This design comes from an exercise in tuning for small area, a short achievable clock period and few clock cycles per item on the open sky130 flow, not from production work. RTL that was checked went through simulation tests only; none was proved equivalent to the original. The RTL of run 4 was laid out without a check of its function. No activity file was given, so power comes from the tool's default toggle rates.

===== design/flow/config.mk =====
export PLATFORM = sky130hd
export DESIGN_NAME = processor
export DESIGN_NICKNAME = processor
export VERILOG_FILES = /design/flow/design.v
export SDC_FILE = /design/flow/constraint.sdc
export NUM_CORES = 4
export LEC_CHECK = 0
export CAP_MARGIN = 20
export CORE_MARGIN = 2
export CORE_UTILIZATION = 40
export SETUP_SLACK_MARGIN = 5
export SLEW_MARGIN = 20
export SYNTH_HIERARCHICAL = 1

===== design/flow/design.v =====
module rdport8(
    input [127:0] rf,
    input [7:0] sel,
    output reg [15:0] q
    );
integer i;
always @(*) begin
    q = 16'd0;
    for (i = 0; i < 8; i = i + 1)
        q = q | (rf[16*i +: 16] & {16{sel[i]}});
end
endmodule
module rdport9(
    input [127:0] rf,
    input [7:0] sel,
    input [15:0] ext,
    input ext_sel,
    output reg [15:0] q
    );
integer i;
always @(*) begin
    q = ext & {16{ext_sel}};
    for (i = 0; i < 8; i = i + 1)
        q = q | (rf[16*i +: 16] & {16{sel[i]}});
end
endmodule
module addsub(
    input [15:0] a, b,
    input sub,
    output [15:0] s
    );
assign s = a + (b ^ {16{sub}}) + {15'd0, sub};
endmodule
module processor(
    input [15:0] DIN,
    input Resetn, Clock, Run,
    output reg Done,
    output [15:0] BusWires
    );
reg [127:0] rf;         
reg         pend;       
reg [2:0]   mvi_rx;     
wire [2:0] rx = DIN[12:10];
wire [2:0] ry = DIN[9:7];
wire is_mvi = ~DIN[14] & DIN[13];    
wire use_x  = ~pend & DIN[14];       
wire sub    = ~pend & DIN[13];       
reg [7:0] xsel, ysel;
integer i;
always @(*)
    for (i = 0; i < 8; i = i + 1) begin
        xsel[i] = use_x && rx == i;
        ysel[i] = !pend && ry == i;
    end
wire [15:0] X, Y;
rdport8 portx(.rf(rf), .sel(xsel), .q(X));
rdport9 porty(.rf(rf), .sel(ysel), .ext(DIN), .ext_sel(pend), .q(Y));
addsub alu(.a(X), .b(Y), .sub(sub), .s(BusWires));
always @(*)
    Done = Resetn & (pend | (Run & ~is_mvi));
wire [2:0] wa = pend ? mvi_rx : rx;
always @(posedge Clock) begin
    if (!pend) mvi_rx <= rx;
    pend <= Resetn & ~pend & Run & is_mvi;
    for (i = 0; i < 8; i = i + 1)
        if (Done && wa == i) rf[16*i +: 16] <= BusWires;
end
endmodule

===== design/flow/constraint.sdc =====
create_clock -name core_clock -period 10.0 [get_ports {Clock}]
set_input_delay 2.0000 -clock core_clock [delete_from_list [all_inputs] [get_ports {Clock}]]
set_output_delay 2.0000 -clock core_clock [all_outputs]
set_load 0.01 [all_outputs]

===== design/flow/flow/run.sh =====
#!/bin/bash
# Standard ORFS layout with these changes:
#  - port buffers are plain buffers (sky130_fd_sc_hd__buf_2), not delay buffers;
#  - clock tree from clkbuf_8 only, without dummy balancing loads;
#  - setup repair limited to the moves: unbuffer,sizeup,swap
set -euo pipefail
bash standard.sh \
  BUFFER_PORTS_ARGS="-buffer_cell sky130_fd_sc_hd__buf_2" \
  CTS_ARGS="-sink_clustering_enable -repair_clock_nets -dont_use_dummy_load -buf_list sky130_fd_sc_hd__clkbuf_8" \
  SETUP_MOVE_SEQUENCE="unbuffer,sizeup,swap" \
  finish > orfs_make.log 2>&1

===== design/flow/standard.sh =====
#!/bin/bash
# synth_recipe.tcl (not shown) runs the flow's synth.tcl, then flattens the netlist and writes it again
# the make line also repeats each setting of config.mk as NAME=value (left out here)
make -C /OpenROAD-flow-scripts/flow DESIGN_CONFIG=/design/flow/config.mk WORK_HOME=/design/flow/orfs CLKGATE_MAP_FILE= SYNTH_SCRIPT=/design/flow/synth_recipe.tcl "${@:-finish}"

==> results of run 1 <==
Yosys cell counts, types with 4 or more instances:
master	instances	area share
xor2_1	24	0.032
a21oi_1	17	0.013
nand2_1	15	0.0085
nand3_1	19	0.014
nor2_1	21	0.012
ha_1	15	0.028
edfxtp_1	128	0.58
a22o_1	10	0.013
a222oi_1	16	0.024
xnor2_1	7	0.0092
inv_1	4	0.0023
a22oi_1	80	0.090
buf_6	18	0.030
nand4_1	17	0.016
a22o_2	6	0.0090
dfxtp_1	4	0.012
o21ai_0	11	0.0083
nand2b_1	6	0.0056
buf_2	10	0.0075
nor4_1	5	0.0047
a221oi_1	7	0.0092
a221oi_2	9	0.020
nor3_1	8	0.0060
metrics by stage:
step                      setup slack (ps)  instances
after global placement                2450        737
after floorplan                       3660        493
after global routing                  2810        754
after CTS                             2930        754
after detailed placement              2450        737
final                                 2900        754
per-module statistics from Yosys, one instance, submodules excluded:
module / area [um^2] / flip-flops and latches / cells / times used
rdport8: 758 / 0 / 96 / 1
processor: 4240 / 132 / 189 / 1
addsub: 860 / 0 / 115 / 1
rdport9: 801 / 0 / 93 / 1
cell type report:
| type | instances | area, um^2 | share of cell area |
|---|---|---|---|
| timing repair buffer | 59 | 450 | 0.0564 |
| multi-input combinational | 322 | 3090 | 0.386 |
| inverter | 4 | 15.0 | 0.00188 |
| tap | 220 | 275 | 0.0345 |
| sequential | 132 | 3930 | 0.491 |
| clock buffer | 17 | 234 | 0.0293 |
what timing repair did:
item | CTS | global route
pin swaps | 18 | 26
resized for setup | 38 | 44
setup endpoints to repair | 72 | 16
buffers inserted | 0 | 0
endpoints found under the hold margin | 0 | 0
hold buffers | 0 | 0
cell families after synthesis:
group / synth area share
AOI/OAI and AO/OA: 0.208
adders and majority gates: 0.0312
xor gates and xnor gates: 0.0408
muxes: 0.00432
buffers and inverters: 0.0483
DFF: 0.589
and+or+nand+nor: 0.0774
critical path, cell delays in order:
cell      delay (ps)
buf_12           120
nand2b_4         160
nor2_4           540
a22o_4           200
a221oi_2          40
nand3_2          130
mux2i_4          320
inv_2             70
fa_2             400
a21oi_4          190
o21bai_4         100
a21oi_4          260
o31ai_4          130
xnor2_4          300
buf_6            150
power by group:
group	internal (W)	switching, W
clock network	0.000149	0.000171
registers	0.000693	0.00000771
logic	0.000165	0.000257
sequential cells by signal, summed over array words and instances (netlist names):
| name | count |
|---|---|
| rf | 128 |
| pend | 1 |
| mvi_rx | 3 |
per-layer routing:
layer / routed length (um) / GRT usage / share of wire / vias to the layer above
met2: 9280 / 0.354 / 0.46 / 357
met4: 697 / 0.119 / 0.035 / 0
met5: 0 / 0 / 0 / -
met1: 8080 / 0.291 / 0.40 / 2489
li1: - / - / - / 2113
met3: 2040 / 0.0667 / 0.10 / 73
worst max path at each step:
| stage | from | end |
|---|---|---|
| finish | DIN[7] | BusWires[12] |
| CTS | DIN[7] | BusWires[13] |
| detailed placement | DIN[8] | BusWires[15] |
| floorplan | DIN[7] | BusWires[9] |
| global placement | DIN[8] | BusWires[15] |
| global route | DIN[7] | BusWires[10] |
==> metrics.md, run 1 <==
| Metric | Value |
|---|---|
| Status | timing/DRC/antenna clean |
| Critical path capture point type | output pin |
| Tightest Pin Transition | ~780 ps |
| Period utilization | 0.710 |
| Final Max Tran Viols | 0 |
| Synthesized flop and latch total | ~130 |
| Worst reg2reg path depth | 13 |
| Fin nets | ~570 |
| Hold path endpoint | mvi_rx[0]$_DFF_P_ |
| Vias | between 5,000 and 6,000 |
| Post-layout minimum cycle time | around 7100 ps |
| Final instance area | between 0.007 and 0.008 mm^2 |
| DR pass1 iterations | 6 |
| Die area | around 0.018 mm^2 |
| Mapped Nets | between 500 and 600 |
| Boundary pin count | 36 |
| Starting Density | 0.406 |
| TNS Setup | 0 ps |
| Synth Instances | approximately 500 |
| Syn avg cell area | around 14 um^2 |
| Power Density | roughly 180 mW/mm^2 |
| CTS Buf Count | 17 |
| Cell variety after synth | 49 |
| Most frequent cells in the layout | 128 x edfxtp_1, 79 x a22oi_1, 23 x buf_2, 20 x buf_4 |
| Crit path kind | input pin to output pin |
| Max Buffers Root-to-Sink | 2 |
| First-pass GRT wire length | between 20,000 and 30,000 um |
| YS warnings | 9 |
| Critical R2R Capture | rf[41]$_DFFE_PP_ |
| Post-synth ARST share | 0 |
| Drt wl/cell | approximately 27 um |
| Final WL | 20,100 um |
| Sequential fraction of the synthesis area | 0.589 |
| CTS Sinks | roughly 130 |
| Final setup vio count | 0 |
| # DRC | 0 |
| Crit path launch type | input pin |
| Detailed Place HPWL | ~12,000 um |
| Clock latency at the later pin of the worst-skew pair | approximately 460 ps |
| Hold depth | 2 |
| N_diodes | 0 |
| Arr. time, crit path | between 5000 and 6000 ps |
| HP Start | mvi_rx[0]$_DFF_P_ |
| Cell Area, Placed | between 0.007 and 0.008 mm^2 |
| Hold Path Class | register to register |
| GRT overflow | 0 |
| Clock Tree Root | clkbuf_8 |
| Critical Path Fanout Max | 16 |
| RSZ-0062 raised after global routing | yes |
| Final Hold Vio Count | 0 |
| Die Y | ~130 um |
| Synthesized cell area | approximately 0.0067 mm^2 |
| Area growth from synthesis to layout | 20.0% |
| Fillers | ~1,400 |
| Post-synth EDFFs | approximately 130 |
| Vias in the first global route | 4,952 |
| Launching point of the worst reg2reg path | pend$_DFF_P_ |
| PortBufs | 35 |
| Most common cell after layout, fill and taps aside | edfxtp_1 |
| Layout cell share with drive strength beyond 1 | 0.337 |
| GP Congestion | 0.903 |
| FF-to-FF setup slack | about 6000 ps |
| Initial antenna violation count | 0 |
| Total power | about 0.0014 W |
| CTS tree | built |
| GRT Total Usage | 0.228 |
| Leakage | 2.57 nW |
| Vias/cell | between 6 and 7 |
| DR iter-0 viols | 572 |
| Required @ worst endpoint | ~8000 ps |
| Die width | 133 um |
| Max IR drop VDD | a little over 0.1 mV |
| Clock Pin Slew Worst Setup and Hold Paths | 50 ps |
| Dominant synthesized flop cell | edfxtp_1 |
| Detail Route Antenna Nets | 0 |
| Row Count | 47 |
| Max Cap Viol | 0 |
| Core ar. | approximately 0.016 mm^2 |
| Largest net degree at the start of global routing | 39 |
| Fin Hold WS | approximately 500 ps |
| Maximum clock rate | 0.141 GHz |
| Max-Slew Margin vs Limit | 0.480 |
| Worst Skew | about 34 ps |
| Fin util | 0.487 |
| H-tree lvl count | 4 |
Testbench counts, summed over its fixed seeds: cycles 9,996, items 8,000.
==> run 2: changes to the inputs <==
--- a/design/flow/config.mk
+++ b/design/flow/config.mk
@@ -10,2 +10,3 @@
 export CORE_UTILIZATION = 40
+export PLACE_DENSITY = 0.85
 export SETUP_SLACK_MARGIN = 5
==> run 2 against run 1 <==
Effect of this change: still clean on timing, DRC and antenna; non-clock buffer count unchanged; global-route usage down 0.84 points; wire length up 0.24%; sequential share of layout area down 0.30 points; maximum frequency down 5.7%; core utilization up 0.28 points; cell count unchanged; register-to-register slack worse by 150 ps; critical path type unchanged; largest power group unchanged.
==> metrics.md, run 2 <==
| Metric | Value |
|---|---|
| Status | timing/DRC/antenna clean (unchanged) |
| Critical Path Fanout Max | 16 (unchanged) |
| Vias/cell | 6.90 (was 6.67) |
| Final WL | 20,100 um (about the same) |
| Internal | 0.00102 W (was 0.00101 W) |
| Fin Hold WS | 485 ps (was 494 ps) |
| Comb pwr share | 0.307 (was 0.293) |
| Worst Skew | 23.3 ps (was 33.6 ps) |
| First-pass GRT wire length | 29,200 um (about the same) |
| Power Density | 183 mW/mm^2 (was 181 mW/mm^2) |
| TNS Setup | 0 ps (unchanged) |
| Vias in the first global route | 5,268 (was 4,952) |
| Sw power | 0.000451 W (was 0.000436 W) |
| Hold Path Class | register to register (unchanged) |
| Arr. time, crit path | 5540 ps (was 5100 ps) |
| GRT overflow | 0 (unchanged) |
| Final Hold Vio Count | 0 (unchanged) |
| Largest net degree at the start of global routing | 39 (unchanged) |
| Clock latency at the later pin of the worst-skew pair | 440 ps (was 460 ps) |
| Most frequent cell after synthesis | edfxtp_1 (unchanged) |
| Most common cell after layout, fill and taps aside | edfxtp_1 (unchanged) |
| Detailed Place HPWL | 11,800 um (was 12,500 um) |
| Vias | 5,201 (was 5,032) |
| Final setup vio count | 0 (unchanged) |
| GRT Total Usage | 0.220 (was 0.228) |
| YS warnings | 9 (unchanged) |
| Cell taking the most area after synthesis | edfxtp_1 (unchanged) |
| Synthesized cell area | 0.00666 mm^2 (unchanged) |
| Final Max Tran Viols | 0 (unchanged) |
| Die width | 133 um (unchanged) |
| Clock Pin Slew Worst Setup and Hold Paths | 70 ps (was 50 ps) |
| Max Cap Viol | 0 (unchanged) |
| Row Count | 47 (unchanged) |
| Layout cell share with drive strength beyond 1 | 0.328 (was 0.337) |
| RSZ-0062 raised after global routing | yes (unchanged) |
| Most frequent cells after synthesis | 128 x edfxtp_1, 80 x a22oi_1, 24 x xor2_1 (unchanged) |
| Die area | 0.0177 mm^2 (unchanged) |
| Biggest regs | rf x128, mvi_rx x3, pend x1 (unchanged) |
| Top reg by flops | rf (unchanged) |
| H-tree lvl count | 4 (unchanged) |
| Synth Instances | 493 (unchanged) |
| Cell Count Post-Placement | 737 (unchanged) |
| Fin nets | 571 (unchanged) |
| Die Y | 133 um (unchanged) |
| Sw frac | 0.307 (was 0.302) |
| Area contributors post-synth | edfxtp_1 58%, a22oi_1 9.0%, xor2_1 3.2%, buf_6 3.0%, ha_1 2.8% (unchanged) |
| DR pass1 iterations | 8 (was 6) |
| Core ar. | 0.0164 mm^2 (unchanged) |
| Area growth from synthesis to layout | 20.7% (was 20.0%) |
| Detail Route Antenna Nets | 0 (unchanged) |
| CTS Hold Buffers Added | 0 (unchanged) |
| Crit path kind | input pin to output pin (unchanged) |
| Syn avg cell area | 13.5 um^2 (unchanged) |
| Initial antenna violation count | 0 (unchanged) |
| Starting Density | 0.406 (unchanged) |
| Clock Tree Root | clkbuf_8 (unchanged) |
| Dominant synthesized flop cell | edfxtp_1 (unchanged) |
| Cell variety after synth | 49 (unchanged) |
| Drt wl/cell | 26.7 um (was 26.6 um) |
| GP Congestion | 0.915 (was 0.903) |
| Final Non-Filler Cells | 754 (unchanged) |
| Max-Slew Margin vs Limit | 0.251 (was 0.480) |
| Final instance area | 0.00803 mm^2 (was 0.00799 mm^2) |
| Most frequent cells in the layout | 128 x edfxtp_1, 78 x a22oi_1, 21 x buf_2, 21 x buf_4 (was 128 x edfxtp_1, 79 x a22oi_1, 23 x buf_2, 20 x buf_4) |
| Leakage | 2.57 nW (about the same) |
| Top-area cell type share of the netlist area | 0.577 (unchanged) |
| Period utilization | 0.754 (was 0.710) |
| DR iter-0 viols | 1,073 (was 572) |
| Tightest Pin Transition | 1120 ps (was 779 ps) |
| Max Buffers Root-to-Sink | 2 (unchanged) |
| Post-layout minimum cycle time | 7540 ps (was 7100 ps) |
| Critical path capture point type | output pin (unchanged) |
| Required @ worst endpoint | 8000 ps (about the same) |
| Boundary pin count | 36 (unchanged) |
| Sequential fraction of the synthesis area | 0.589 (unchanged) |
| CTS Sinks | 132 (unchanged) |
| Fillers | 1,311 (was 1,383) |
| PortBufs | 35 (unchanged) |
| # DRC | 0 (unchanged) |
| Crit path launch type | input pin (unchanged) |
| Synthesized flop and latch total | 132 (unchanged) |
| Max reg flops | 128 (unchanged) |
| Max IR drop VDD | 0.0835 mV (was 0.101 mV) |
| Clock network power share | 0.217 (was 0.222) |
| Mapped Nets | 528 (unchanged) |
| N_diodes | 0 (unchanged) |
| Cell Area, Placed | 0.00725 mm^2 (was 0.00728 mm^2) |
| Post-synth EDFFs | 128 (unchanged) |
| CTS tree | built (unchanged) |
| Post-synth ARST share | 0 (unchanged) |
| CTS Buf Count | 17 (unchanged) |
| Seq pwr share | 0.476 (was 0.486) |
| Maximum clock rate | 0.133 GHz (was 0.141 GHz) |
[run 2: cell counts after synthesis]
No cell type changed its count.
[run 2: modules after synthesis, one instance, submodules excluded]
module     cell area, um^2  times used  cells inside
rdport8                758           1            96
addsub                 860           1           115
processor             4240           1           189
rdport9                801           1            93
[run 2: worst paths after layout]
kind                                   startpoint                 to  slack, ps  cells past startpoint
worst min-delay path            mvi_rx[1]$_DFF_P_  mvi_rx[1]$_DFF_P_        490                      1
worst max-delay path                       DIN[7]       BusWires[15]       2460                     13
worst max register to register       pend$_DFF_P_  rf[111]$_DFFE_PP_       6020                     13
worst min register to register  mvi_rx[1]$_DFF_P_  mvi_rx[1]$_DFF_P_        490                      1
[run 2: kinds of logic (layout without fill, tap and decap cells)]
family | after synthesis | count (layout) | synth area share
and+or+nand+nor | 100 | 100 | 0.0774
adders and majority gates | 16 | 16 | 0.0312
xor gates and xnor gates | 31 | 31 | 0.0408
DFF | 132 | 132 | 0.589
muxes | 2 | 2 | 0.00432
buffers and inverters | 39 | 80 | 0.0483
AOI/OAI and AO/OA | 173 | 173 | 0.208
[run 2: power by group through the flow]
stage	clock [W]	sequential, W	combinational, W
floorplan	0	0.000709	0.000236
global placement	0	0.000711	0.000323
detailed placement	0	0.000712	0.000333
CTS	0.000315	0.000700	0.000398
global route	0.000339	0.000701	0.000482
finish	0.000318	0.000700	0.000452
[run 2: repair_timing]
action,4_1_cts,5_1_grt
resized for setup,59,32
buffers inserted,0,0
pin swaps,32,32
endpoints found under the setup margin,88,56
[run 2: worst max-delay path, cell delays in order]
cell,delay [ps]
buf_12,110
nand2b_4,160
nor3_4,890
a22oi_1,200
nand3_1,160
xor2_1,90
ha_1,500
nand3_2,220
o31ai_4,300
a31oi_4,80
o211ai_1,360
xnor2_2,250
buf_2,210
[run 2: stage by stage]
stage          setup slack, ps  power, W   util
2_1_floorplan             3660  0.000945      -
3_3_place_gp              2430   0.00103  0.442
3_5_place_dp              2260   0.00104  0.442
4_1_cts                   2700   0.00141  0.477
5_1_grt                   2470   0.00152  0.490
6_report                  2460   0.00147  0.490
[run 2: layout make-up]
cell class	count	area, um^2	share of cell area
Inverter	4	15.0	0.00187
Multi-Input combinational cell	322	3120	0.388
Timing Repair Buffer	59	467	0.0581
Clock buffer	17	234	0.0291
Sequential cell	132	3920	0.488
Tap cell	220	275	0.0343
[run 2: layer usage]
layer | global-route usage | wire (um)
met5 | 0 | 0
met2 | 0.349 | 9430
met3 | 0.0659 | 2820
met1 | 0.265 | 6690
met4 | 0.131 | 1200
==> run 3: changes to the inputs <==
--- a/design/flow/flow/run.sh
+++ b/design/flow/flow/run.sh
@@ -4,2 +4,3 @@
 #  - clock tree from clkbuf_8 only, without dummy balancing loads;
+#  - power recovery (downsizing) on all paths after global route;
 #  - setup repair limited to the moves: unbuffer,sizeup,swap
@@ -9,2 +10,3 @@
   CTS_ARGS="-sink_clustering_enable -repair_clock_nets -dont_use_dummy_load -buf_list sky130_fd_sc_hd__clkbuf_8" \
+  RECOVER_POWER=100 \
   SETUP_MOVE_SEQUENCE="unbuffer,sizeup,swap" \
--- a/design/flow/config.mk
+++ b/design/flow/config.mk
@@ -10,3 +10,2 @@
 export CORE_UTILIZATION = 40
-export PLACE_DENSITY = 0.85
 export SETUP_SLACK_MARGIN = 5
==> run 3 against run 2 <==
Effect of this change: now fails the layout checks on capacitance limit, slew limit; first-iteration DRC count shrank 43%; hold slack gained 9.2 ps; maximum frequency shrank 9.9%; cell count is the same; via count shrank 5.4%; clock skew grew 9.8 ps; global-route usage grew 0.84 points; area after synthesis is the same; power shrank 6.3%; non-clock buffer count is the same; critical endpoint is now BusWires[8]; largest power group unchanged; highest routed layer unchanged.
==> metrics.md, run 3 <==
| Metric | Value |
|---|---|
| Row Count | 47 (unchanged) |
| Vias/cell | 6.52 (was 6.90) |
| Cell Area, Placed | 0.00728 mm^2 (was 0.00725 mm^2) |
| Initial antenna violation count | 0 (unchanged) |
| Worst Skew | 33.1 ps (was 23.3 ps) |
| Most common cell after layout, fill and taps aside | edfxtp_1 (unchanged) |
| CP peak stage delay | 650 ps (was 890 ps) |
| CTS Buf Count | 17 (unchanged) |
| Dominant synthesized flop cell | edfxtp_1 (unchanged) |
| Crit path launch type | input pin (unchanged) |
| Die width | 133 um (unchanged) |
| DR iter-0 viols | 607 (was 1,073) |
| Max IR drop VDD | 0.0964 mV (was 0.0835 mV) |
| Detailed Place HPWL | 12,500 um (was 11,800 um) |
| Top reg by flops | rf (unchanged) |
| Vias | 4,918 (was 5,201) |
| Drt wl/cell | 26.4 um (was 26.7 um) |
| DR pass1 iterations | 6 (was 8) |
| Register area | 0.00393 mm^2 (was 0.00392 mm^2) |
| GP Congestion | 0.903 (was 0.915) |
| Fin nets | 571 (unchanged) |
| Critical Path Fanout Max | 9 (was 16) |
| First-pass GRT wire length | 29,200 um (about the same) |
| Clock Tree Root | clkbuf_8 (unchanged) |
| Power Density | 181 mW/mm^2 (was 183 mW/mm^2) |
| Layout Check Fail Reasons | capacitance limit, slew limit |
| Boundary pin count | 36 (unchanged) |
| Multi-input gate area | 0.00281 mm^2 (was 0.00312 mm^2) |
| Largest net degree at the start of global routing | 39 (unchanged) |
| Slowest-stage cell, CP | nor2_1 (was nor3_4) |
| Clock latency at the later pin of the worst-skew pair | 460 ps (was 440 ps) |
| Max reg flops | 128 (unchanged) |
| Most used cell, CP | clkbuf_1 |
| Core ar. | 0.0164 mm^2 (unchanged) |
| YS warnings | 9 (unchanged) |
| Hold Path Class | register to register (unchanged) |
| Leakage | 2.43 nW (was 2.57 nW) |
| Post-synth EDFFs | 128 (unchanged) |
| PortBufs | 35 (unchanged) |
| Crit path kind | input pin to output pin (unchanged) |
| TNS Setup | 0 ps (unchanged) |
| Cell-by-cell trace of the critical path | clkbuf_1 > inv_1 > or3_1 > nor2_1 > clkbuf_1 > a22oi_1 > nand4_1 > ha_1 > a21o_2 > o21bai_4 > a21oi_1 > o21ai_4 > xor2_1 > buf_6 (was buf_12 > nand2b_4 > nor3_4 > a22oi_1 > nand3_1 > xor2_1 > ha_1 > nand3_2 > o31ai_4 > a31oi_4 > o211ai_1 > xnor2_2 > buf_2) |
| Critical path capture point type | output pin (unchanged) |
| Synth Instances | 493 (unchanged) |
| GRT Total Usage | 0.228 (was 0.220) |
| Clock Pin Slew Worst Setup and Hold Paths | 50 ps (was 70 ps) |
| Die Y | 133 um (unchanged) |
| Starting Density | 0.406 (unchanged) |
| N_diodes | 0 (unchanged) |
| Area contributors post-synth | edfxtp_1 58%, a22oi_1 9.0%, xor2_1 3.2%, buf_6 3.0%, ha_1 2.8% (unchanged) |
| Status | finished with violations (was timing/DRC/antenna clean) |
| CTS tree | built (unchanged) |
| Period utilization | 0.837 (was 0.754) |
| Sequential fraction of the synthesis area | 0.589 (unchanged) |
| Cell variety after synth | 49 (unchanged) |
| Post-CTS Setup Bufs | 0 (unchanged) |
| RSZ-0062 raised after global routing | yes (unchanged) |
| GRT overflow | 0 (unchanged) |
| CTS Hold Buffers Added | 0 (unchanged) |
| Final instance area | 0.00763 mm^2 (was 0.00803 mm^2) |
| Top-area cell type share of the netlist area | 0.577 (unchanged) |
| Layout cell share with drive strength beyond 1 | 0.234 (was 0.328) |
| Most frequent cells in the layout | 128 x edfxtp_1, 79 x a22oi_1, 24 x clkbuf_1, 21 x xor2_1 (was 128 x edfxtp_1, 78 x a22oi_1, 21 x buf_2, 21 x buf_4) |
| Final Hold Vio Count | 0 (unchanged) |
| Maximum clock rate | 0.120 GHz (was 0.133 GHz) |
| # DRC | 0 (unchanged) |
| Synthesized cell area | 0.00666 mm^2 (unchanged) |
| Arr. time, crit path | 6370 ps (was 5540 ps) |
| H-tree lvl count | 4 (unchanged) |
| Fillers | 1,445 (was 1,311) |
| Vias in the first global route | 4,952 (was 5,268) |
| CTS Sinks | 132 (unchanged) |
| Post-layout minimum cycle time | 8370 ps (was 7540 ps) |
| Syn avg cell area | 13.5 um^2 (unchanged) |
| Synthesized flop and latch total | 132 (unchanged) |
| Tightest Pin Transition | 2060 ps (was 1120 ps) |
| Max Cap Viol | 2 (was 0) |
| Final Max Tran Viols | 34 (was 0) |
| Cell taking the most area after synthesis | edfxtp_1 (unchanged) |
| Max Buffers Root-to-Sink | 2 (unchanged) |
| Fin util | 0.465 (was 0.490) |
| Detail Route Antenna Nets | 0 (unchanged) |
| Biggest regs | rf x128, mvi_rx x3, pend x1 (unchanged) |
| Required @ worst endpoint | 8000 ps (about the same) |
| Max-Slew Margin vs Limit | -0.377 (was 0.251) |
| Mapped Nets | 528 (unchanged) |
| Final WL | 19,900 um (was 20,100 um) |
| Most frequent cell after synthesis | edfxtp_1 (unchanged) |
| Final setup vio count | 0 (unchanged) |
| Die area | 0.0177 mm^2 (unchanged) |
| Area growth from synthesis to layout | 14.6% (was 20.7%) |
| Most frequent cells after synthesis | 128 x edfxtp_1, 80 x a22oi_1, 24 x xor2_1 (unchanged) |
| Post-synth ARST share | 0 (unchanged) |
## run 3: per-stage QoR
step	power [W]	setup slack [ps]	hold slack, ps	std cells
6_report	0.00138	1630	494	754
5_1_grt	0.00144	1440	519	754
4_1_cts	0.00139	2930	495	754
3_5_place_dp	0.00105	2450	477	737
3_3_place_gp	0.00104	2450	467	737
2_1_floorplan	0.000945	3660	456	493
## run 3: timing repair
item / 4_1_cts / 5_1_grt
gates cloned: 0 / 0
pin swaps: 18 / 26
setup endpoints to repair: 72 / 16
resized for setup: 38 / 44
## run 3: metal layers
layer  global-route usage  part of all wire
met5                    0                 0
met2                0.354              0.45
met1                0.291              0.40
met3               0.0667              0.10
met4                0.119             0.046
## run 3: modules after synthesis (local to each module, per instance)
| module | flip-flops and latches | area [um^2] |
|---|---|---|
| rdport8 | 0 | 758 |
| rdport9 | 0 | 801 |
| addsub | 0 | 860 |
| processor | 132 | 4240 |
## run 3: kinds of logic after synthesis
logic type               after synthesis  share of synthesized area
flip-flops                           132                      0.589
buffers and inverters                 39                     0.0483
multiplexers                           2                    0.00432
adder cells (fa/ha/maj)               16                     0.0312
AO/OA/AOI/OAI                        173                      0.208
XOR/XNOR                              31                     0.0408
AND/OR/NAND/NOR                      100                     0.0774
## run 3: worst paths after layout
| path | start | depth (start not counted) | slack [ps] | to |
|---|---|---|---|---|
| max | DIN[12] | 14 | 1630 | BusWires[8] |
| min | mvi_rx[0]$_DFF_P_ | 2 | 490 | mvi_rx[0]$_DFF_P_ |
| max reg2reg | pend$_DFF_P_ | 12 | 5400 | rf[24]$_DFFE_PP_ |
| min reg2reg | mvi_rx[0]$_DFF_P_ | 2 | 490 | mvi_rx[0]$_DFF_P_ |
## run 3: layout make-up
| type | instances | area share |
|---|---|---|
| Clock buffer | 17 | 0.0307 |
| Inverter | 4 | 0.00197 |
| Timing Repair Buffer | 59 | 0.0484 |
| Tap cell | 220 | 0.0361 |
| Sequential cell | 132 | 0.515 |
| Multi-Input combinational cell | 322 | 0.368 |
## run 3: report_power, final
group	total [W]	internal [W]	switching [W]
logic	0.000355	0.000124	0.000231
clock network	0.000321	0.000149	0.000173
registers	0.000701	0.000694	0.00000761
## run 3: critical path, delay by kind of cell
family / cells / cell delay (ps)
buffers and inverters: 4 / 1260
and+or+nand+nor: 3 / 1190
AOI/OAI and AO/OA: 5 / 1060
xor gates and xnor gates: 1 / 560
adders and majority gates: 1 / 290
==> run 4: changes to the inputs <==
--- a/design/flow/design.v
+++ b/design/flow/design.v
@@ -51,7 +51,8 @@
     for (i = 0; i < 8; i = i + 1) begin
-        xsel[i] = use_x && rx == i;
+        xsel[i] = rx == i;
         ysel[i] = !pend && ry == i;
     end
-wire [15:0] X, Y;
-rdport8 portx(.rf(rf), .sel(xsel), .q(X));
+wire [15:0] Xr, X, Y;
+rdport8 portx(.rf(rf), .sel(xsel), .q(Xr));
+assign X = Xr & {16{use_x}};
 rdport9 porty(.rf(rf), .sel(ysel), .ext(DIN), .ext_sel(pend), .q(Y));
--- a/design/flow/flow/run.sh
+++ b/design/flow/flow/run.sh
@@ -4,3 +4,2 @@
 #  - clock tree from clkbuf_8 only, without dummy balancing loads;
-#  - power recovery (downsizing) on all paths after global route;
 #  - setup repair limited to the moves: unbuffer,sizeup,swap
@@ -10,3 +9,2 @@
   CTS_ARGS="-sink_clustering_enable -repair_clock_nets -dont_use_dummy_load -buf_list sky130_fd_sc_hd__clkbuf_8" \
-  RECOVER_POWER=100 \
   SETUP_MOVE_SEQUENCE="unbuffer,sizeup,swap" \
==> run 4 against run 3 <==
Effect of this change: the run now finishes clean; count of clock-buffer cells in the layout unchanged; cell count up 1.2%; critical path depth down 1; combinational power up 18%; highest routed layer unchanged.
==> metrics.md, run 4 <==
| Metric | Value |
|---|---|
| Status | timing/DRC/antenna clean (was finished with violations) |
| Internal | 0.00100 W (was 0.000967 W) |
| Post-CTS Setup Bufs | 0 (unchanged) |
| Sw frac | 0.300 (was 0.298) |
| Syn avg cell area | 13.3 um^2 (was 13.5 um^2) |
| GRT overflow | 0 (unchanged) |
| Most common cell after layout, fill and taps aside | edfxtp_1 (unchanged) |
| Power Density | 177 mW/mm^2 (was 181 mW/mm^2) |
| Top-area cell type share of the netlist area | 0.569 (was 0.577) |
| Dominant synthesized flop cell | edfxtp_1 (unchanged) |
| N_diodes | 0 (unchanged) |
| Arr. time, crit path | 5420 ps (was 6370 ps) |
| DR iter-0 viols | 684 (was 607) |
| Most frequent cells after synthesis | 128 x edfxtp_1, 80 x a22oi_1, 24 x xor2_1 (unchanged) |
| Initial antenna violation count | 0 (unchanged) |
| Worst Skew | 22.9 ps (was 33.1 ps) |
| Worst Setup Slack, final | 2580 ps (was 1630 ps) |
| Synth Area in Adders | 0.0307 (was 0.0312) |
| Slowest-stage cell, CP | nor3_4 (was nor2_1) |
| Post-synth ARST share | 0 (unchanged) |
| Multi-input gate area | 0.00322 mm^2 (was 0.00281 mm^2) |
| Mapped Nets | 543 (was 528) |
| GP Congestion | 0.835 (was 0.903) |
| Top reg by flops | rf (unchanged) |
| Max-Slew Margin vs Limit | 0.253 (was -0.377) |
| Cell Count Post-Placement | 746 (was 737) |
| Register area | 0.00392 mm^2 (was 0.00393 mm^2) |
| Starting Density | 0.409 (was 0.406) |
| Synth Area in Simple Gates | 0.0885 (was 0.0774) |
| # DRC | 0 (unchanged) |
| Max Buffers Root-to-Sink | 2 (unchanged) |
| Clock network power share | 0.221 (was 0.233) |
| Met2 Track Usage GR | 0.360 (was 0.354) |
| Gr busiest metal | met2 (unchanged) |
| H-tree lvl count | 4 (unchanged) |
| Detail Route Antenna Nets | 0 (unchanged) |
| Synth Instances | 508 (was 493) |
| Core ar. | 0.0165 mm^2 (was 0.0164 mm^2) |
| Area contributors post-synth | edfxtp_1 57%, a22oi_1 8.9%, buf_6 3.2%, xor2_1 3.1%, ha_1 2.8% (was edfxtp_1 58%, a22oi_1 9.0%, xor2_1 3.2%, buf_6 3.0%, ha_1 2.8%) |
| Fillers | 1,406 (was 1,445) |
| Layout cell share with drive strength beyond 1 | 0.313 (was 0.234) |
| Seq pwr share | 0.485 (was 0.509) |
| Area growth from synthesis to layout | 19.3% (was 14.6%) |
| Final Hold Vio Count | 0 (unchanged) |
| Sw power | 0.000428 W (was 0.000411 W) |
| Final Non-Filler Cells | 763 (was 754) |
| Final Max Tran Viols | 0 (was 34) |
| First-pass GRT wire length | 29,500 um (was 29,200 um) |
| CTS Sinks | 132 (unchanged) |
| Drt wl/cell | 26.0 um (was 26.4 um) |
| Die Y | 134 um (was 133 um) |
| Post-layout minimum cycle time | 7420 ps (was 8370 ps) |
| Clock latency at the later pin of the worst-skew pair | 450 ps (was 460 ps) |
| Largest net degree at the start of global routing | 32 (was 39) |
| Final WL | 19,900 um (about the same) |
| Period utilization | 0.742 (was 0.837) |
| Die width | 134 um (was 133 um) |
| Maximum clock rate | 0.135 GHz (was 0.120 GHz) |
| M1 GR Usage | 0.299 (was 0.291) |
| Vias in the first global route | 4,953 (was 4,952) |
| Detailed Place HPWL | 11,700 um (was 12,500 um) |
| Fin nets | 580 (was 571) |
| Total power | 0.00143 W (was 0.00138 W) |
| Tightest Pin Transition | 1120 ps (was 2060 ps) |
| YS warnings | 9 (unchanged) |
| Synthesized cell area | 0.00676 mm^2 (was 0.00666 mm^2) |
| Hold Path Class | register to register (unchanged) |
| Vias/cell | 6.50 (was 6.52) |
| Die area | 0.0180 mm^2 (was 0.0177 mm^2) |
| Max IR drop VDD | 0.0937 mV (was 0.0964 mV) |
| Comb pwr share | 0.294 (was 0.257) |
| Cell taking the most area after synthesis | edfxtp_1 (unchanged) |
| Post-synth EDFFs | 128 (unchanged) |
| Mux cell area share after synthesis | 0.00592 (was 0.00432) |
| Final instance area | 0.00806 mm^2 (was 0.00763 mm^2) |
| Critical path capture point type | output pin (unchanged) |
| Most frequent cell after synthesis | edfxtp_1 (unchanged) |
| CTS Buf Count | 17 (unchanged) |
| Cell Area, Placed | 0.00731 mm^2 (was 0.00728 mm^2) |
| Boundary pin count | 36 (unchanged) |
| Max reg flops | 128 (unchanged) |
| Vias | 4,959 (was 4,918) |
| Synthesized flop and latch total | 132 (unchanged) |
| Largest family of logic cells by synthesized area | compound AO/OA/AOI/OAI gates (unchanged) |
| Critical Path Fanout Max | 16 (was 9) |
| Leakage | 2.60 nW (was 2.43 nW) |
| Most frequent cells in the layout | 128 x edfxtp_1, 79 x a22oi_1, 25 x buf_2, 19 x buf_4 (was 128 x edfxtp_1, 79 x a22oi_1, 24 x clkbuf_1, 21 x xor2_1) |
| Synth Area in Compound Gates | 0.205 (was 0.208) |
| TNS Setup | 0 ps (unchanged) |
| CP peak stage delay | 830 ps (was 650 ps) |
| PortBufs | 35 (unchanged) |
| GRT Total Usage | 0.227 (was 0.228) |
| Pre-CTS setup slack | 2330 ps (was 2450 ps) |
| Max Cap Viol | 0 (was 2) |
| RSZ-0062 raised after global routing | yes (unchanged) |
| Cell variety after synth | 50 (was 49) |
| Synth Area in XOR/XNOR | 0.0402 (was 0.0408) |
| CTS tree | built (unchanged) |
| Sequential fraction of the synthesis area | 0.581 (was 0.589) |
| Crit path launch type | input pin (unchanged) |
| Required @ worst endpoint | 8000 ps (about the same) |
| Crit path kind | input pin to output pin (unchanged) |
| Cell-by-cell trace of the critical path | buf_12 > nand2b_4 > nor3_4 > a222oi_1 > nand3_1 > xor2_2 > ha_4 > nand4_1 > o22ai_4 > o21bai_4 > a311o_1 > xnor2_4 > buf_6 (was clkbuf_1 > inv_1 > or3_1 > nor2_1 > clkbuf_1 > a22oi_1 > nand4_1 > ha_1 > a21o_2 > o21bai_4 > a21oi_1 > o21ai_4 > xor2_1 > buf_6) |
| Biggest regs | rf x128, mvi_rx x3, pend x1 (unchanged) |
| Row Count | 47 (unchanged) |
| Met3 GRT Util | 0.0533 (was 0.0667) |
| DR pass1 iterations | 7 (was 6) |
| Final setup vio count | 0 (unchanged) |
| Clock Tree Root | clkbuf_8 (unchanged) |
| Clock Pin Slew Worst Setup and Hold Paths | 60 ps (was 50 ps) |
[run 4: changes by cell type after synthesis, moves of 2 or more]
cell      change
clkbuf_1      +2
buf_2         -2
and2_1       +16
nor2b_1       +2
nand2_1       -2
nor4_1        -2
[run 4: final cells by class]
type                            count  area share
Sequential cell                   132       0.487
Clock buffer                       17      0.0290
Inverter                            5     0.00233
Tap cell                          220      0.0341
Timing Repair Buffer               54      0.0483
Multi-Input combinational cell    335       0.400
[run 4: worst paths after layout]
kind | start | end | slack, ps | cells past startpoint
min | mvi_rx[0]$_DFF_P_ | mvi_rx[0]$_DFF_P_ | 490 | 1
min reg2reg | mvi_rx[0]$_DFF_P_ | mvi_rx[0]$_DFF_P_ | 490 | 1
max reg2reg | pend$_DFF_P_ | rf[121]$_DFFE_PP_ | 6020 | 11
max | DIN[9] | BusWires[9] | 2580 | 13
[run 4: worst max-delay path: cells and delay by family]
| kind | cells | cell delay (ps) |
|---|---|---|
| simple gates | 4 | 1340 |
| compound gates | 4 | 1060 |
| xor+xnor | 2 | 420 |
| fa+ha+maj | 1 | 300 |
| buf+inv | 2 | 270 |
[run 4: logic make-up (layout without fill, tap and decap cells)]
group                      Yosys count  in the layout
AOI/OAI and AO/OA                  173            173
DFF                                132            132
and+or+nand+nor                    112            112
buffers and inverters               41             76
xor gates and xnor gates            31             31
adders and majority gates           16             16
muxes                                3              3
[run 4: Yosys stat by module (local to each module, per instance)]
module | copies in the design | flip-flops and latches | cells
addsub | 1 | 0 | 115
processor | 1 | 132 | 204
rdport8 | 1 | 0 | 96
rdport9 | 1 | 0 | 93
[run 4: routing by layer]
metal	share of wire	routed length [um]	up-vias
met5	0	0	-
li1	-	-	2139
met2	0.47	9380	330
met3	0.10	2000	63
met1	0.39	7820	2427
met4	0.033	656	0
[run 4: repair_timing]
item / CTS / global route
pin swaps: 30 / 27
hold buffers: 0 / 0
resized for setup: 49 / 31
endpoints found under the setup margin: 96 / 88
[run 4: power by group through the flow]
stage               registers [W]  logic (W)  clock network, W
floorplan                0.000702   0.000224                 0
global route             0.000693   0.000452          0.000346
finish                   0.000692   0.000419          0.000316
detailed placement       0.000704   0.000320                 0
global placement         0.000704   0.000311                 0
CTS                      0.000692   0.000379          0.000324
[run 4: per-stage QoR]
| step | hold WS (ps) | utilization |
|---|---|---|
| after floorplan | 456 | - |
| after global placement | 467 | 0.442 |
| after detailed placement | 468 | 0.443 |
| after CTS | 486 | 0.476 |
| after global routing | 515 | 0.488 |
| final | 488 | 0.488 |
==> run 5: changes to the inputs <==
--- a/design/flow/design.v
+++ b/design/flow/design.v
@@ -51,8 +51,7 @@
     for (i = 0; i < 8; i = i + 1) begin
-        xsel[i] = rx == i;
+        xsel[i] = use_x && rx == i;
         ysel[i] = !pend && ry == i;
     end
-wire [15:0] Xr, X, Y;
-rdport8 portx(.rf(rf), .sel(xsel), .q(Xr));
-assign X = Xr & {16{use_x}};
+wire [15:0] X, Y;
+rdport8 portx(.rf(rf), .sel(xsel), .q(X));
 rdport9 porty(.rf(rf), .sel(ysel), .ext(DIN), .ext_sel(pend), .q(Y));
==> design/flow/flow/run.sh (replaced) <==
#!/bin/bash
# Standard ORFS layout with two changes:
#  - port buffers are plain buffers (sky130_fd_sc_hd__buf_2), not delay buffers;
#  - clock tree from clkbuf_8 only, without dummy balancing loads.
set -euo pipefail
bash standard.sh \
  BUFFER_PORTS_ARGS="-buffer_cell sky130_fd_sc_hd__buf_2" \
  CTS_ARGS="-sink_clustering_enable -repair_clock_nets -dont_use_dummy_load -buf_list sky130_fd_sc_hd__clkbuf_8" \
  finish > orfs_make.log 2>&1
--- a/design/flow/config.mk
+++ b/design/flow/config.mk
@@ -10,3 +10,3 @@
 export CORE_UTILIZATION = 40
-export SETUP_SLACK_MARGIN = 5
+export SETUP_SLACK_MARGIN = 2
 export SLEW_MARGIN = 20
==> run 5 against run 4 <==
Effect of this change: critical endpoint is now BusWires[14]; wire length grew 0.71%; hold slack worse by 6.3 ps; power shrank 6.4%; still clean on timing, DRC and antenna; highest routed layer unchanged; largest cell class unchanged.
==> metrics.md, run 5 <==
| Metric | Value |
|---|---|
| Max reg flops | 128 (unchanged) |
| Critical Path Fanout Max | 12 (was 16) |
| Crit path kind | input pin to output pin (unchanged) |
| Most frequent cell after synthesis | edfxtp_1 (unchanged) |
| Hold depth | 1 (unchanged) |
| Detail Route Antenna Nets | 0 (unchanged) |
| Final Max Tran Viols | 0 (unchanged) |
| YS warnings | 9 (unchanged) |
| TNS Setup | 0 ps (unchanged) |
| Area contributors post-synth | edfxtp_1 58%, a22oi_1 9.0%, xor2_1 3.2%, buf_6 3.0%, ha_1 2.8% (was edfxtp_1 57%, a22oi_1 8.9%, buf_6 3.2%, xor2_1 3.1%, ha_1 2.8%) |
| Maximum clock rate | 0.128 GHz (was 0.135 GHz) |
| Slowest-stage cell, CP | fa_1 (was nor3_4) |
| Boundary pin count | 36 (unchanged) |
| RSZ-0062 raised after global routing | yes (unchanged) |
| Cell taking the most area after synthesis | edfxtp_1 (unchanged) |
| Die Y | 133 um (was 134 um) |
| Die area | 0.0177 mm^2 (was 0.0180 mm^2) |
| Most common cell after layout, fill and taps aside | edfxtp_1 (unchanged) |
| Mapped Nets | 528 (was 543) |
| Internal | 0.000943 W (was 0.00100 W) |
| Hold path endpoint | mvi_rx[1]$_DFF_P_ (was mvi_rx[0]$_DFF_P_) |
| Clock network power share | 0.240 (was 0.221) |
| GRT overflow | 0 (unchanged) |
| CTS Hold Buffers Added | 0 (unchanged) |
| CTS tree | built (unchanged) |
| Worst reg2reg path depth | 14 (was 11) |
| GRT Total Usage | 0.231 (was 0.227) |
| Max-Slew Margin vs Limit | 0.345 (was 0.253) |
| # DRC | 0 (unchanged) |
| Critical path capture point type | output pin (unchanged) |
| CP delay by family, top | compound AO/OA/AOI/OAI gates (was simple AND/OR/NAND/NOR gates) |
| Power Density | 182 mW/mm^2 (was 177 mW/mm^2) |
| Post-CTS sizing | 1 (was 49) |
| Vias | 4,849 (was 4,959) |
| Sequential fraction of the synthesis area | 0.589 (was 0.581) |
| Row Count | 47 (unchanged) |
| Tightest Pin Transition | 977 ps (was 1120 ps) |
| CTS Buf Count | 17 (unchanged) |
| Hold Path Class | register to register (unchanged) |
| Final WL | 20,000 um (was 19,900 um) |
| Starting Density | 0.406 (was 0.409) |
| Multi-input gate area | 0.00255 mm^2 (was 0.00322 mm^2) |
| Post-layout minimum cycle time | 7800 ps (was 7420 ps) |
| DR iter-0 viols | 586 (was 684) |
| CP peak stage delay | 410 ps (was 830 ps) |
| HP Start | mvi_rx[1]$_DFF_P_ (was mvi_rx[0]$_DFF_P_) |
| Syn avg cell area | 13.5 um^2 (was 13.3 um^2) |
| Fin nets | 571 (was 580) |
| Top reg by flops | rf (unchanged) |
| Register area | 0.00392 mm^2 (unchanged) |
| GP Congestion | 0.937 (was 0.835) |
| Drt wl/cell | 26.5 um (was 26.0 um) |
| Biggest regs | rf x128, mvi_rx x3, pend x1 (unchanged) |
| N_diodes | 0 (unchanged) |
| Period utilization | 0.780 (was 0.742) |
| Max IR drop VDD | 0.0999 mV (was 0.0937 mV) |
| Most frequent cells after synthesis | 128 x edfxtp_1, 80 x a22oi_1, 24 x xor2_1 (unchanged) |
| Max Buffers Root-to-Sink | 2 (unchanged) |
| Detailed Place HPWL | 12,700 um (was 11,700 um) |
| Final Hold Vio Count | 0 (unchanged) |
| Leakage | 2.43 nW (was 2.60 nW) |
| Fin Hold WS | 481 ps (was 488 ps) |
| Launching point of the worst reg2reg path | pend$_DFF_P_ (unchanged) |
| Fillers | 1,468 (was 1,406) |
| WP buf/inv | 4 (was 2) |
| Die width | 133 um (was 134 um) |
| Critical R2R Capture | rf[41]$_DFFE_PP_ (was rf[121]$_DFFE_PP_) |
| Post-synth ARST share | 0 (unchanged) |
| Clock Tree Root | clkbuf_8 (unchanged) |
| Final setup vio count | 0 (unchanged) |
| Clock Pin Slew Worst Setup and Hold Paths | 50 ps (was 60 ps) |
| Comb pwr share | 0.235 (was 0.294) |
| Synth Instances | 493 (was 508) |
| Crit path launch type | input pin (unchanged) |
| Core ar. | 0.0164 mm^2 (was 0.0165 mm^2) |
| Sw frac | 0.295 (was 0.300) |
| Cell variety after synth | 49 (was 50) |
| FF-to-FF setup slack | 5560 ps (was 6020 ps) |
| DR pass1 iterations | 7 (unchanged) |
| Synthesized flop and latch total | 132 (unchanged) |
| Clock latency at the later pin of the worst-skew pair | 460 ps (was 450 ps) |
| PortBufs | 35 (unchanged) |
| Largest net degree at the start of global routing | 39 (was 32) |
| Status | timing/DRC/antenna clean (unchanged) |
| Dominant synthesized flop cell | edfxtp_1 (unchanged) |
| Post-synth EDFFs | 128 (unchanged) |
| Top-area cell type share of the netlist area | 0.577 (was 0.569) |
| Fin util | 0.448 (was 0.488) |
| Layout cell share with drive strength beyond 1 | 0.230 (was 0.313) |
| Synthesized cell area | 0.00666 mm^2 (was 0.00676 mm^2) |
| H-tree lvl count | 4 (unchanged) |
| Seq pwr share | 0.525 (was 0.485) |
| Initial antenna violation count | 0 (unchanged) |
| Vias/cell | 6.43 (was 6.50) |
| Vias in the first global route | 4,877 (was 4,953) |
| Most frequent cells in the layout | 128 x edfxtp_1, 80 x a22oi_1, 35 x buf_2, 24 x buf_4, 21 x xor2_1 (was 128 x edfxtp_1, 79 x a22oi_1, 25 x buf_2, 19 x buf_4) |
| Post-CTS Setup Bufs | 0 (unchanged) |
| First-pass GRT wire length | 29,800 um (was 29,500 um) |
| Arr. time, crit path | 5800 ps (was 5420 ps) |
| Required @ worst endpoint | 8000 ps (about the same) |
| Sw power | 0.000394 W (was 0.000428 W) |
| CTS Sinks | 132 (unchanged) |
| Worst Skew | 36.5 ps (was 22.9 ps) |
| Cell-by-cell trace of the critical path | buf_2 > nand2b_1 > nor2_1 > buf_4 > a22o_2 > a221oi_1 > nand3_1 > mux2i_2 > inv_1 > fa_1 > a21oi_1 > o21bai_1 > a21oi_1 > o21ai_0 > xor2_2 > buf_2 (was buf_12 > nand2b_4 > nor3_4 > a222oi_1 > nand3_1 > xor2_2 > ha_4 > nand4_1 > o22ai_4 > o21bai_4 > a311o_1 > xnor2_4 > buf_6) |
| Max Cap Viol | 0 (unchanged) |
| Area growth from synthesis to layout | 10.5% (was 19.3%) |
==> run 5: cell types whose count changed after synthesis, moves of 2 or more <==
| cell | previous run | this run |
|---|---|---|
| buf_2 | 8 | 10 |
| nor2b_1 | 4 | 2 |
| clkbuf_1 | 5 | 3 |
| nor4_1 | 3 | 5 |
| and2_1 | 16 | 0 |
| nand2_1 | 13 | 15 |
==> run 5: kinds of logic after synthesis <==
logic type               count (synthesis)  synth area share
AO/OA/AOI/OAI                          173             0.208
XOR/XNOR                                31            0.0408
buffers and inverters                   39            0.0483
adder cells (fa/ha/maj)                 16            0.0312
flip-flops                             132             0.589
AND/OR/NAND/NOR                        100            0.0774
multiplexers                             2           0.00432
==> run 5: per-stage QoR <==
step | setup slack (ps) | total power, W | instances | instance area [um^2]
6_report | 2200 | 0.00134 | 754 | 7350
5_1_grt | 1970 | 0.00139 | 754 | 7350
4_1_cts | 2080 | 0.00134 | 754 | 7300
3_5_place_dp | 2000 | 0.00102 | 737 | 7060
3_3_place_gp | 2150 | 0.00101 | 737 | 7050
2_1_floorplan | 3210 | 0.000909 | 493 | 6660
==> run 5: layout make-up <==
cell class                 count  area share
sequential                   132       0.534
multi-input combinational    322       0.347
timing repair buffer          59      0.0483
tap                          220      0.0374
clock buffer                  17      0.0318
inverter                       4     0.00204
==> run 5: worst max-delay path by stage <==
stage	startpoint	endpoint	slack (ps)	cells after the start
after floorplan	DIN[7]	BusWires[12]	3210	13
after global placement	DIN[8]	BusWires[14]	2150	14
after detailed placement	DIN[8]	BusWires[14]	2000	14
after CTS	DIN[8]	BusWires[9]	2080	13
after global routing	DIN[12]	BusWires[9]	1970	14
final	DIN[8]	BusWires[14]	2200	16
==> run 5: Yosys stat by module (local to each module, per instance) <==
module / cells inside / area [um^2] / flip-flops and latches / copies in the design
rdport8: 96 / 758 / 0 / 1
rdport9: 93 / 801 / 0 / 1
addsub: 115 / 860 / 0 / 1
processor: 189 / 4240 / 132 / 1
==> run 5: power groups by stage <==
stage	Sequential, W	Combinational [W]	Clock (W)
finish	0.000701	0.000314	0.000321
global route	0.000702	0.000342	0.000350
CTS	0.000701	0.000306	0.000330
detailed placement	0.000712	0.000305	0
global placement	0.000712	0.000297	0
floorplan	0.000710	0.000199	0
==> run 5: layer usage <==
metal	global-route usage	vias up	wire length (um)
met2	0.352	305	9180
met1	0.322	2388	8210
met4	0.0824	0	471
met3	0.0571	41	2140
li1	-	2115	-
met5	0	-	0
Testbench counts of run 5, summed over its fixed seeds: cycles 9,996, items 8,000.
==> run 6: changes to the inputs <==
--- a/design/flow/config.mk
+++ b/design/flow/config.mk
@@ -10,3 +10,3 @@
 export CORE_UTILIZATION = 40
-export SETUP_SLACK_MARGIN = 2
+export SETUP_SLACK_MARGIN = 5
 export SLEW_MARGIN = 20
==> run 6 against run 5 <==
Effect of this change: sequential power hardly changed; maximum frequency increased by 15%; first-iteration DRC count increased by 22%; count of clock-buffer cells in the layout did not move; critical path depth decreased by 1; area after synthesis is the same; register-to-register slack gained 470 ps; combinational power increased by 74%.
==> metrics.md, run 6 <==
| Metric | Value |
|---|---|
| Hold Path Class | register to register (unchanged) |
| DR pass1 iterations | 6 (was 7) |
| Required @ worst endpoint | 8000 ps (about the same) |
| Starting Density | 0.406 (unchanged) |
| Most frequent cells after synthesis | 128 x edfxtp_1, 80 x a22oi_1, 24 x xor2_1 (unchanged) |
| Final Hold Vio Count | 0 (unchanged) |
| Biggest regs | rf x128, mvi_rx x3, pend x1 (unchanged) |
| Row Count | 47 (unchanged) |
| Largest net degree at the start of global routing | 39 (unchanged) |
| Status | timing/DRC/antenna clean (unchanged) |
| Period utilization | 0.679 (was 0.780) |
| Area growth from synthesis to layout | 32.2% (was 10.5%) |
| Critical path capture point type | output pin (unchanged) |
| Sequential fraction of the synthesis area | 0.589 (unchanged) |
| Vias/cell | 6.50 (was 6.43) |
| Arr. time, crit path | 4790 ps (was 5800 ps) |
| Die Y | 133 um (unchanged) |
| Post-synth EDFFs | 128 (unchanged) |
| CTS tree | built (unchanged) |
| RSZ-0062 raised after global routing | yes (unchanged) |
| TNS Setup | 0 ps (unchanged) |
| Most frequent cell after synthesis | edfxtp_1 (unchanged) |
| Most frequent cells in the layout | 128 x edfxtp_1, 78 x a22oi_1, 76 x buf_4, 24 x buf_6, 22 x buf_2 (was 128 x edfxtp_1, 80 x a22oi_1, 35 x buf_2, 24 x buf_4, 21 x xor2_1) |
| CTS Hold Buffers Added | 0 (unchanged) |
| GRT Total Usage | 0.254 (was 0.231) |
| Top-area cell type share of the netlist area | 0.577 (unchanged) |
| Initial antenna violation count | 1 (was 0) |
| Final setup vio count | 0 (unchanged) |
| Worst Skew | 28.8 ps (was 36.5 ps) |
| Max reg flops | 128 (unchanged) |
| Synth Instances | 493 (unchanged) |
| Max Cap Viol | 0 (unchanged) |
| Final WL | 22,600 um (was 20,000 um) |
| Met3 GRT Util | 0.0770 (was 0.0571) |
| Post-synth ARST share | 0 (unchanged) |
| Met2 Track Usage GR | 0.403 (was 0.352) |
| Worst Setup Slack, final | 3210 ps (was 2200 ps) |
| Max IR drop VDD | 0.106 mV (was 0.0999 mV) |
| Crit path launch type | input pin (unchanged) |
| Die width | 133 um (unchanged) |
| Core ar. | 0.0164 mm^2 (unchanged) |
| DR iter-0 viols | 712 (was 586) |
| Dominant synthesized flop cell | edfxtp_1 (unchanged) |
| Gr busiest metal | met2 (unchanged) |
| YS warnings | 9 (unchanged) |
| Clock Tree Root | clkbuf_8 (unchanged) |
| Critical Path Fanout Max | 7 (was 12) |
| # DRC | 0 (unchanged) |
| Detailed Place HPWL | 12,500 um (was 12,700 um) |
| Vias | 5,372 (was 4,849) |
| Vias in the first global route | 5,422 (was 4,877) |
| Maximum clock rate | 0.147 GHz (was 0.128 GHz) |
| PortBufs | 35 (unchanged) |
| Drt wl/cell | 27.3 um (was 26.5 um) |
| Fin util | 0.536 (was 0.448) |
| Clock Pin Slew Worst Setup and Hold Paths | 50 ps (about the same) |
| Fillers | 1,321 (was 1,468) |
| M1 GR Usage | 0.311 (was 0.322) |
| Clock latency at the later pin of the worst-skew pair | 460 ps (about the same) |
| Detail Route Antenna Nets | 0 (unchanged) |
| CTS Sinks | 132 (unchanged) |
| Leakage | 3.00 nW (was 2.43 nW) |
| Fin Hold WS | 494 ps (was 481 ps) |
| Cell taking the most area after synthesis | edfxtp_1 (unchanged) |
| Mapped Nets | 528 (unchanged) |
| Power Density | 178 mW/mm^2 (was 182 mW/mm^2) |
| Max-Slew Margin vs Limit | 0.491 (was 0.345) |
| Post-layout minimum cycle time | 6790 ps (was 7800 ps) |
| First-pass GRT wire length | 32,500 um (was 29,800 um) |
| N_diodes | 0 (unchanged) |
| GP Congestion | 0.903 (was 0.937) |
| Layout cell share with drive strength beyond 1 | 0.440 (was 0.230) |
| Synthesized cell area | 0.00666 mm^2 (unchanged) |
| Multi-input gate area | 0.00320 mm^2 (was 0.00255 mm^2) |
| Fin nets | 644 (was 571) |
| Total power | 0.00157 W (was 0.00134 W) |
| Final Max Tran Viols | 0 (unchanged) |
| Die area | 0.0177 mm^2 (unchanged) |
| Syn avg cell area | 13.5 um^2 (unchanged) |
| Max Buffers Root-to-Sink | 2 (unchanged) |
| Tightest Pin Transition | 762 ps (was 977 ps) |
| Synthesized flop and latch total | 132 (unchanged) |
| H-tree lvl count | 4 (unchanged) |
| Register area | 0.00393 mm^2 (was 0.00392 mm^2) |
| Pre-CTS setup slack | 2450 ps (was 2000 ps) |
| GRT overflow | 0 (unchanged) |
| Top reg by flops | rf (unchanged) |
| Area contributors post-synth | edfxtp_1 58%, a22oi_1 9.0%, xor2_1 3.2%, buf_6 3.0%, ha_1 2.8% (unchanged) |
| Boundary pin count | 36 (unchanged) |
| CTS Buf Count | 17 (unchanged) |
| Cell variety after synth | 49 (unchanged) |
| Most common cell after layout, fill and taps aside | edfxtp_1 (unchanged) |
| Crit path kind | input pin to output pin (unchanged) |
==> run 6: critical path: stages <==
cell      delay (ps)
buf_12           100
nand2b_4         150
nor2_4            60
buf_12           140
a22o_4           210
a221oi_2         190
nand3_1          150
xor2_1           170
ha_1             350
nand4_1          170
o22ai_4          220
o21bai_4         120
a311o_1          410
xnor2_4          200
buf_6            130
==> run 6: final timing paths <==
check                          from           endpoint  slack [ps]  depth (start not counted)
setup reg to reg       pend$_DFF_P_   rf[57]$_DFFE_PP_        6030                         15
hold / removal    mvi_rx[0]$_DFF_P_  mvi_rx[0]$_DFF_P_         490                          2
setup / recovery             DIN[7]        BusWires[9]        3210                         15
hold reg to reg   mvi_rx[0]$_DFF_P_  mvi_rx[0]$_DFF_P_         490                          2
==> run 6: logic make-up (layout without fill, tap and decap cells) <==
kind of cell / count (synthesis) / after routing / share of synthesized area
muxes: 2 / 2 / 0.00432
adders and majority gates: 16 / 16 / 0.0312
buffers and inverters: 39 / 153 / 0.0483
and+or+nand+nor: 100 / 100 / 0.0774
AOI/OAI and AO/OA: 173 / 173 / 0.208
DFF: 132 / 132 / 0.589
xor gates and xnor gates: 31 / 31 / 0.0408
==> run 6: stage by stage <==
step | instance area, um^2 | std cells
2_1_floorplan | 6910 | 493
3_3_place_gp | 7270 | 737
3_5_place_dp | 7280 | 737
4_1_cts | 8530 | 815
5_1_grt | 8800 | 827
6_report | 8800 | 827
==> run 6: modules after synthesis, one instance, submodules excluded <==
module,copies in the design,flip-flops and latches,cells inside
processor,1,132,189
rdport9,1,0,93
rdport8,1,0,96
addsub,1,0,115
==> run 6: layout make-up <==
cell class              count  share of cell area
clock buffers              17              0.0266
inverters                   4             0.00199
multi-input cells         322               0.363
flip-flops and latches    132               0.446
well taps                 220              0.0313
repair buffers            132               0.131
==> run 6: where the power goes <==
group	switching [W]	leakage (nW)	internal, W
sequential	0.00000805	1.19	0.000692
combinational	0.000293	1.69	0.000252
clock	0.000172	0.122	0.000149
total	0.000473	3.00	0.00109
==> run 6: timing repair <==
action / 4_1_cts / 5_1_grt
cloned: 3 / 0
pin swaps: 47 / 25
hold endpoints to repair: 0 / 0
setup endpoints to repair: 72 / 16
gates resized for setup: 93 / 33
setup buffers: 58 / 12
==> run 6: per-layer routing <==
| metal | routed length, um | up-vias | part of all wire |
|---|---|---|---|
| li1 | - | 2258 | - |
| met5 | 29 | - | 0.0013 |
| met4 | 1090 | 2 | 0.048 |
| met2 | 10500 | 415 | 0.46 |
| met3 | 2600 | 98 | 0.12 |
| met1 | 8390 | 2599 | 0.37 |
==> run 7: changes to the inputs <==
==> design/flow/flow/run.sh (replaced) <==
#!/bin/bash
# Standard ORFS layout with these changes:
#  - port buffers are plain buffers (sky130_fd_sc_hd__buf_2), not delay buffers;
#  - clock tree from clkbuf_8 only, without dummy balancing loads;
#  - setup repair limited to the moves: unbuffer,sizeup,swap,buffer
set -euo pipefail
bash standard.sh \
  BUFFER_PORTS_ARGS="-buffer_cell sky130_fd_sc_hd__buf_2" \
  CTS_ARGS="-sink_clustering_enable -repair_clock_nets -dont_use_dummy_load -buf_list sky130_fd_sc_hd__clkbuf_8" \
  SETUP_MOVE_SEQUENCE="unbuffer,sizeup,swap,buffer" \
  finish > orfs_make.log 2>&1
==> run 7 against run 6 <==
Effect of this change: area after synthesis stayed put; count of clock-buffer cells in the layout stayed put; sequential cell count stayed put; worst setup slack worse by 6.5 ps; sequential power hardly changed; core utilization is 1.4 points lower; design area is 2.7% lower; hold slack hardly changed; non-clock buffer count is 11 lower.
==> metrics.md, run 7 <==
| Metric | Value |
|---|---|
| CTS tree | built (unchanged) |
| Cell taking the most area after synthesis | edfxtp_1 (unchanged) |
| GP Congestion | 0.903 (unchanged) |
| Sequential fraction of the synthesis area | 0.589 (unchanged) |
| Launching point of the worst reg2reg path | pend$_DFF_P_ (unchanged) |
| Area contributors post-synth | edfxtp_1 58%, a22oi_1 9.0%, xor2_1 3.2%, buf_6 3.0%, ha_1 2.8% (unchanged) |
| PortBufs | 35 (unchanged) |
| Tightest Pin Transition | 739 ps (was 762 ps) |
| Most common cell after layout, fill and taps aside | edfxtp_1 (unchanged) |
| Vias/cell | 6.40 (was 6.50) |
| Arr. time, crit path | 4790 ps (about the same) |
| Status | timing/DRC/antenna clean (unchanged) |
| Final setup vio count | 0 (unchanged) |
| Max Buffers Root-to-Sink | 2 (unchanged) |
| Synth Instances | 493 (unchanged) |
| Period utilization | 0.679 (about the same) |
| GRT Total Usage | 0.243 (was 0.254) |
| Cell variety after synth | 49 (unchanged) |
| Detailed Place HPWL | 12,500 um (unchanged) |
| Required @ worst endpoint | 8000 ps (about the same) |
| Fillers | 1,338 (was 1,321) |
| Synthesized flop and latch total | 132 (unchanged) |
| Post-synth EDFFs | 128 (unchanged) |
| H-tree lvl count | 4 (unchanged) |
| Maximum clock rate | 0.147 GHz (about the same) |
| Vias in the first global route | 5,260 (was 5,422) |
| Area growth from synthesis to layout | 28.6% (was 32.2%) |
| Total power | 0.00154 W (was 0.00157 W) |
| Fin nets | 633 (was 644) |
| CP peak stage delay | 400 ps (was 410 ps) |
| CTS Buf Count | 17 (unchanged) |
| YS warnings | 9 (unchanged) |
| DR pass1 iterations | 7 (was 6) |
| N_diodes | 0 (unchanged) |
| RSZ-0062 raised after global routing | yes (unchanged) |
| Max reg flops | 128 (unchanged) |
| Vias | 5,226 (was 5,372) |
| Leakage | 2.92 nW (was 3.00 nW) |
| Post-synth ARST share | 0 (unchanged) |
| Clock Tree Root | clkbuf_8 (unchanged) |
| Drt wl/cell | 26.1 um (was 27.3 um) |
| Core ar. | 0.0164 mm^2 (unchanged) |
| Power Density | 180 mW/mm^2 (was 178 mW/mm^2) |
| Detail Route Antenna Nets | 0 (unchanged) |
| DR iter-0 viols | 718 (was 712) |
| Starting Density | 0.406 (unchanged) |
| Die width | 133 um (unchanged) |
| # DRC | 0 (unchanged) |
| Most frequent cells after synthesis | 128 x edfxtp_1, 80 x a22oi_1, 24 x xor2_1 (unchanged) |
| First-pass GRT wire length | 31,100 um (was 32,500 um) |
| Crit path kind | input pin to output pin (unchanged) |
| Hold Path Class | register to register (unchanged) |
| Max-Slew Margin vs Limit | 0.506 (was 0.491) |
| TNS Setup | 0 ps (unchanged) |
| FF-to-FF setup slack | 5990 ps (was 6030 ps) |
| Cell-by-cell trace of the critical path | buf_12 > nand2b_4 > nor2_4 > buf_12 > a22o_2 > a221oi_2 > nand3_1 > xor2_1 > ha_2 > nand4_1 > o22ai_4 > o21bai_4 > a311o_1 > xnor2_4 > buf_6 (was buf_12 > nand2b_4 > nor2_4 > buf_12 > a22o_4 > a221oi_2 > nand3_1 > xor2_1 > ha_1 > nand4_1 > o22ai_4 > o21bai_4 > a311o_1 > xnor2_4 > buf_6) |
| Initial antenna violation count | 1 (unchanged) |
| Fin util | 0.522 (was 0.536) |
| Max Cap Viol | 0 (unchanged) |
| CTS Sinks | 132 (unchanged) |
| Row Count | 47 (unchanged) |
| Worst Skew | 30.8 ps (was 28.8 ps) |
| CTS Hold Buffers Added | 0 (unchanged) |
| Dominant synthesized flop cell | edfxtp_1 (unchanged) |
| Setup crit start | DIN[7] (unchanged) |
| Layout cell share with drive strength beyond 1 | 0.424 (was 0.440) |
| Top-area cell type share of the netlist area | 0.577 (unchanged) |
| Final WL | 21,300 um (was 22,600 um) |
| Most frequent cells in the layout | 128 x edfxtp_1, 79 x a22oi_1, 72 x buf_4, 25 x buf_2 (was 128 x edfxtp_1, 78 x a22oi_1, 76 x buf_4, 24 x buf_6, 22 x buf_2) |
| Most frequent cell after synthesis | edfxtp_1 (unchanged) |
| GRT overflow | 0 (unchanged) |
run 7: cell type report:
type                            count  area (um^2)  area share
Timing Repair Buffer              121          975       0.114
Multi-Input combinational cell    322         3140       0.366
Clock buffer                       17          234      0.0273
Tap cell                          220          275      0.0322
Inverter                            4         15.0     0.00175
Sequential cell                   132         3930       0.459
run 7: logic make-up after synthesis:
group | synth area share
XOR/XNOR | 0.0408
multiplexers | 0.00432
AO/OA/AOI/OAI | 0.208
flip-flops | 0.589
buffers and inverters | 0.0483
adder cells (fa/ha/maj) | 0.0312
AND/OR/NAND/NOR | 0.0774
run 7: power breakdown:
| group | switching (W) | internal [W] |
|---|---|---|
| Clock | 0.000172 | 0.000149 |
| Combinational | 0.000284 | 0.000239 |
| Sequential | 0.00000785 | 0.000692 |
| Total | 0.000464 | 0.00108 |
run 7: per-module statistics from Yosys (local to each module, per instance):
module | cell area [um^2] | copies in the design | flops+latches
processor | 4240 | 1 | 132
addsub | 860 | 1 | 0
rdport8 | 758 | 1 | 0
rdport9 | 801 | 1 | 0
run 7: per-layer routing:
metal | routed length (um) | GRT usage | part of all wire | vias to the layer above
met2 | 10000 | 0.381 | 0.47 | 338
met1 | 8240 | 0.307 | 0.39 | 2584
met4 | 870 | 0.129 | 0.041 | 2
met5 | 29 | 0 | 0.0014 | -
met3 | 2120 | 0.0674 | 0.099 | 71
li1 | - | - | - | 2231
run 7: worst max-delay path, delay by kind of cell:
family | cells | cell delay, ps
fa+ha+maj | 1 | 400
compound gates | 5 | 1160
xor+xnor | 2 | 360
simple gates | 4 | 480
buf+inv | 3 | 380
run 7: per-stage QoR:
| stage | hold slack, ps | cell area, um^2 | worst slack [ps] | cells |
|---|---|---|---|---|
| CTS | 495 | 8230 | 3190 | 798 |
| floorplan | 456 | 6910 | 3660 | 493 |
| finish | 494 | 8560 | 3210 | 816 |
| detailed placement | 477 | 7280 | 2450 | 737 |
| global route | 502 | 8560 | 3110 | 816 |
| global placement | 467 | 7270 | 2450 | 737 |
run 7: path summary, 6_finish.rpt:
kind	to	depth (start not counted)
min reg2reg	mvi_rx[0]$_DFF_P_	2
max reg2reg	rf[24]$_DFFE_PP_	19
max	BusWires[9]	15
min	mvi_rx[0]$_DFF_P_	2
run 7: what timing repair did:
action	in CTS	in global routing
endpoints found under the setup margin	72	16
setup buffers	44	18
resized for setup	68	35
pin swaps	39	29

separate check: timing with driven ports:
No port has a modelled driver above. Below, the same layouts with a new extraction and two added sets of constraints. Step 1, drivers: a clkbuf_16 drives Clock and a buf_2 each remaining input, both assumed. Step 2 times the ports against the registers' clock, not the clock port: input delays grow and output delays shrink by t, the midpoint of the rising clock arrivals with the driver on. a / b / c = ideal ports / drivers / drivers and shift; a / b = the first two.
run	t, ns	slack for setup (ns)
run 1	0.481	2.897 / 2.848 / 2.848
run 2	0.464	2.465 / 2.414 / 2.414
run 3	0.485	1.635 / 1.608 / 1.608
run 4	0.469	2.576 / 2.512 / 2.512
run 5	0.476	2.201 / 2.154 / 2.154
run 6	0.484	3.212 / 3.146 / 3.146
run 7	0.490	3.205 / 3.139 / 3.139
